This design comes from an exercise in tuning for small area, a short achievable clock period and few clock cycles on the open sky130 flow, not from production work. Power figures rest on the tool's default switching activity, not on a simulated workload.

// Mips_Processor
module Mips_Processor (
    input             clk,
    input             rst,
    output     [15:0] mem_addr,
    output            mem_wr,
    output     [15:0] mem_wdata,
    input      [15:0] mem_rdata,
    output reg        wb_we,
    output reg [3:0]  wb_rd,
    output reg [15:0] wb_data
);
==> flow/config.mk <==
export PLATFORM = sky130hd
export DESIGN_NAME = Mips_Processor
export DESIGN_NICKNAME = Mips_Processor
export VERILOG_FILES = /design/flow/design.v
export SDC_FILE = /design/flow/constraint.sdc
export NUM_CORES = 4
export LEC_CHECK = 0
export ABC_AREA = 1
export CAP_MARGIN = 20
export CORE_MARGIN = 2
export CORE_UTILIZATION = 40
export PLACE_DENSITY = 0.6
export SLEW_MARGIN = 20
==> flow/constraint.sdc <==
create_clock -name core_clock -period 11.0 [get_ports {clk}]
set_input_delay 2.2000 -clock core_clock [delete_from_list [all_inputs] [get_ports {clk}]]
set_output_delay 2.2000 -clock core_clock [all_outputs]
set_load 0.01 [all_outputs]
standard.sh (not shown) runs the stock make flow with config.mk's settings and CLKGATE_MAP_FILE= SYNTH_SCRIPT=/design/flow/synth_recipe.tcl, a recipe that flattens the netlist after the stock synthesis.
==> flow/flow/run.sh <==
#!/bin/bash
# Standard layout with extra make settings: a tighter timing-repair target,
# and the settings listed on the make line below.
set -euo pipefail
bash standard.sh 'SETUP_SLACK_MARGIN=7' 'BUFFER_PORTS_ARGS=-buffer_cell sky130_fd_sc_hd__buf_4' finish > flow_make.log 2>&1
Next try:
--- a/flow/design.v
+++ b/flow/design.v
@@ -51,14 +51,15 @@
         end
     endfunction
     reg  [15:0] pc, tgt;
     reg         tsel;
     reg         d_valid;
     reg  [15:0] d_ir;
     reg         d_ba, d_rd1, d_rd2, d_isbne, d_hl;
+    reg  [3:0]  d_r1, d_r2;
     reg         e_valid;
     reg  [3:0]  e_rd;
     reg  [15:0] e_v1, e_v2, e_imm;
     reg         e_fm1, e_fw1, e_fm2, e_fw2;
     reg         e_fv1, e_fv2;    
     reg         e_fwd;           
     reg         e_ldr;           
@@ -94,16 +95,14 @@
                         e_s_shl ? e_shl :
                         e_s_imm ? e_imm :
                         e_cmp   ? {e_sr, 12'd0} : e_sum[15:0];
     wire e_cmpv = e_valid && e_cmp;
     wire [20:0] mcand3_n = ks20({4'd0, f1}, {3'd0, f1, 1'b0}, 1'b0);
     wire e_mulv = e_valid && e_mul;
     wire [3:0]  d_op  = d_ir[15:12];
-    wire [3:0]  d_r1  = d_ba ? 4'd10 : d_ir[11:8];
-    wire [3:0]  d_r2  = d_ba ? d_ir[11:8] : d_ir[7:4];
     wire [15:0] d_sx  = {{8{d_ir[7]}}, d_ir[7:0]};
     wire [15:0] d_sx2 = {d_sx[14:0], 1'b0};
     reg  [15:0] d_imm;
     always @* begin
         case (d_op)
             OP_ADDM, OP_LW, OP_LI: d_imm = d_sx2;
             OP_CLR:                d_imm = 16'd0;
@@ -155,15 +154,16 @@
     wire [6:0]  f_hi0  = pcp2[15:9];
     wire [6:0]  f_hip  = pcp2[15:9] + 7'd1;
     wire [6:0]  f_him  = pcp2[15:9] - 7'd1;
     wire [6:0]  f_hic  = mem_rdata[7] ? f_hi0 : f_hip;     
     wire [6:0]  f_hin  = mem_rdata[7] ? f_him : f_hi0;     
     wire [6:0]  f_hi   = ({7{f_lo[9]}} & f_hic) | ({7{!f_lo[9]}} & f_hin);
     wire [15:0] f_btgt = {f_hi, f_lo[8:0]};
-    wire        take   = !m_port && (!d_valid || d_adv) && !mis_d && !mis_e;
+    wire        d_free = !d_valid || d_adv;      
+    wire        take   = !m_port && d_free && !mis_d && !mis_e;
     wire        tsel_n = !mis_e && !mis_d && (take ? (f_op == OP_BNE) : tsel);
     wire        masel_n = freeze || (e_valid && e_mem);
     wire        f_ba   = uses_ba(f_op);
     wire        f_rd1  = (f_op != OP_LI) && (f_op != OP_CLR) && (f_op != OP_BNE) && (f_op != OP_J);
     wire        f_rd2  = b_is_reg(f_op) || (f_op == OP_ADDM) || (f_op == OP_SW) || (f_op == OP_SWI);
     wire        f_hl   = (f_rd1 && !f_ba && is_hilo(mem_rdata[11:8])) ||
                          (f_rd2 && is_hilo(f_ba ? mem_rdata[11:8] : mem_rdata[7:4]));
@@ -189,14 +189,24 @@
         if (rst_q || (wb_we && wb_rd == 4'd6))  x6  <= rst_q ? 16'd0 : wb_data;
         if (rst_q || (wb_we && wb_rd == 4'd7))  x7  <= rst_q ? 16'd0 : wb_data;
         if (rst_q || (wb_we && wb_rd == 4'd8))  x8  <= rst_q ? 16'd0 : wb_data;
         if (rst_q || (wb_we && wb_rd == 4'd10)) x10 <= rst_q ? 16'd0 : wb_data;
         if (rst_q || (wb_we && wb_rd == 4'd11)) x11 <= rst_q ? 16'd0 : wb_data;
         if (rst_q || (wb_we && wb_rd == 4'd14)) x14 <= rst_q ? 16'd0 : wb_data;
         if (rst_q || (wb_we && wb_rd == 4'd15)) x15 <= rst_q ? 16'd0 : wb_data;
+        if (d_free) begin
+            d_ir <= mem_rdata;
+            d_ba <= f_ba;
+            d_r1 <= f_ba ? 4'd10 : mem_rdata[11:8];
+            d_r2 <= f_ba ? mem_rdata[11:8] : mem_rdata[7:4];
+            d_rd1 <= f_rd1;
+            d_rd2 <= f_rd2;
+            d_isbne <= (f_op == OP_BNE);
+            d_hl <= f_hl;
+        end
         if (rst)
             mcnt <= 3'd0;
         else if (e_mulv && !freeze)
             mcnt <= 3'd4;
         else if (mcnt != 3'd0)
             mcnt <= mcnt - 3'd1;
         if (rst_q) begin
@@ -303,20 +313,14 @@
                     d_valid <= 1'b0;
                 end else begin
                     pc <= pcp2;
                     tsel <= (f_op == OP_BNE);
                     if (f_op == OP_BNE)
                         tgt <= f_btgt;
                     d_valid <= 1'b1;
-                    d_ir <= mem_rdata;
-                    d_ba <= f_ba;
-                    d_rd1 <= f_rd1;
-                    d_rd2 <= f_rd2;
-                    d_isbne <= (f_op == OP_BNE);
-                    d_hl <= f_hl;
                 end
             end else if (d_adv) begin
                 d_valid <= 1'b0;
             end
         end
     end
 endmodule
After rerunning:
- non-clock buffer count climbs by 24
- sequential share of layout area increases by 0.16 points
- critical path depth is unchanged
- sequential power came out lower by about 5%
- wire length shrinks by 3.0%
- die area increases by 0.98%
- total power fell by 11%
- via count came out lower by 0.77%
- area after synthesis came out higher by 0.99%
Function was not checked in any run of this note: the RTL went through the layout flow alone.

[separate check: timing with driven ports]
Ports are ideal in the flow. The routed layouts listed here were re-timed in OpenROAD. Step 1: set_driving_cell puts a clkbuf_16 on clk and a buf_2 on each other input, an assumption about the parent block. Step 2 adds t to the input delays and takes it off the output delays; t is the mean of the earliest and latest rising clock arrival at the registers after step 1. Input paths then give back, and output paths get back, about the clock's delay inside the block. Three values: ideal, step 1, step 2; two values: the first two.
run | shift t [ns] | slack for setup (ns) | hold WS [ns] | slew at the worst register clock pin (ns)
the first run | 0.686 | 6.980 / 6.980 / 6.498 | 0.428 / 0.428 / 0.428 | 0.07 / 0.07
the second run | 0.678 | 7.046 / 7.005 / 6.532 | 0.427 / 0.427 / 0.427 | 0.07 / 0.07
After both steps setup and hold are still met in every run listed. The setup slack of the second run, which loses most, moves by -0.041 ns with the drivers and by -0.514 ns with both steps.
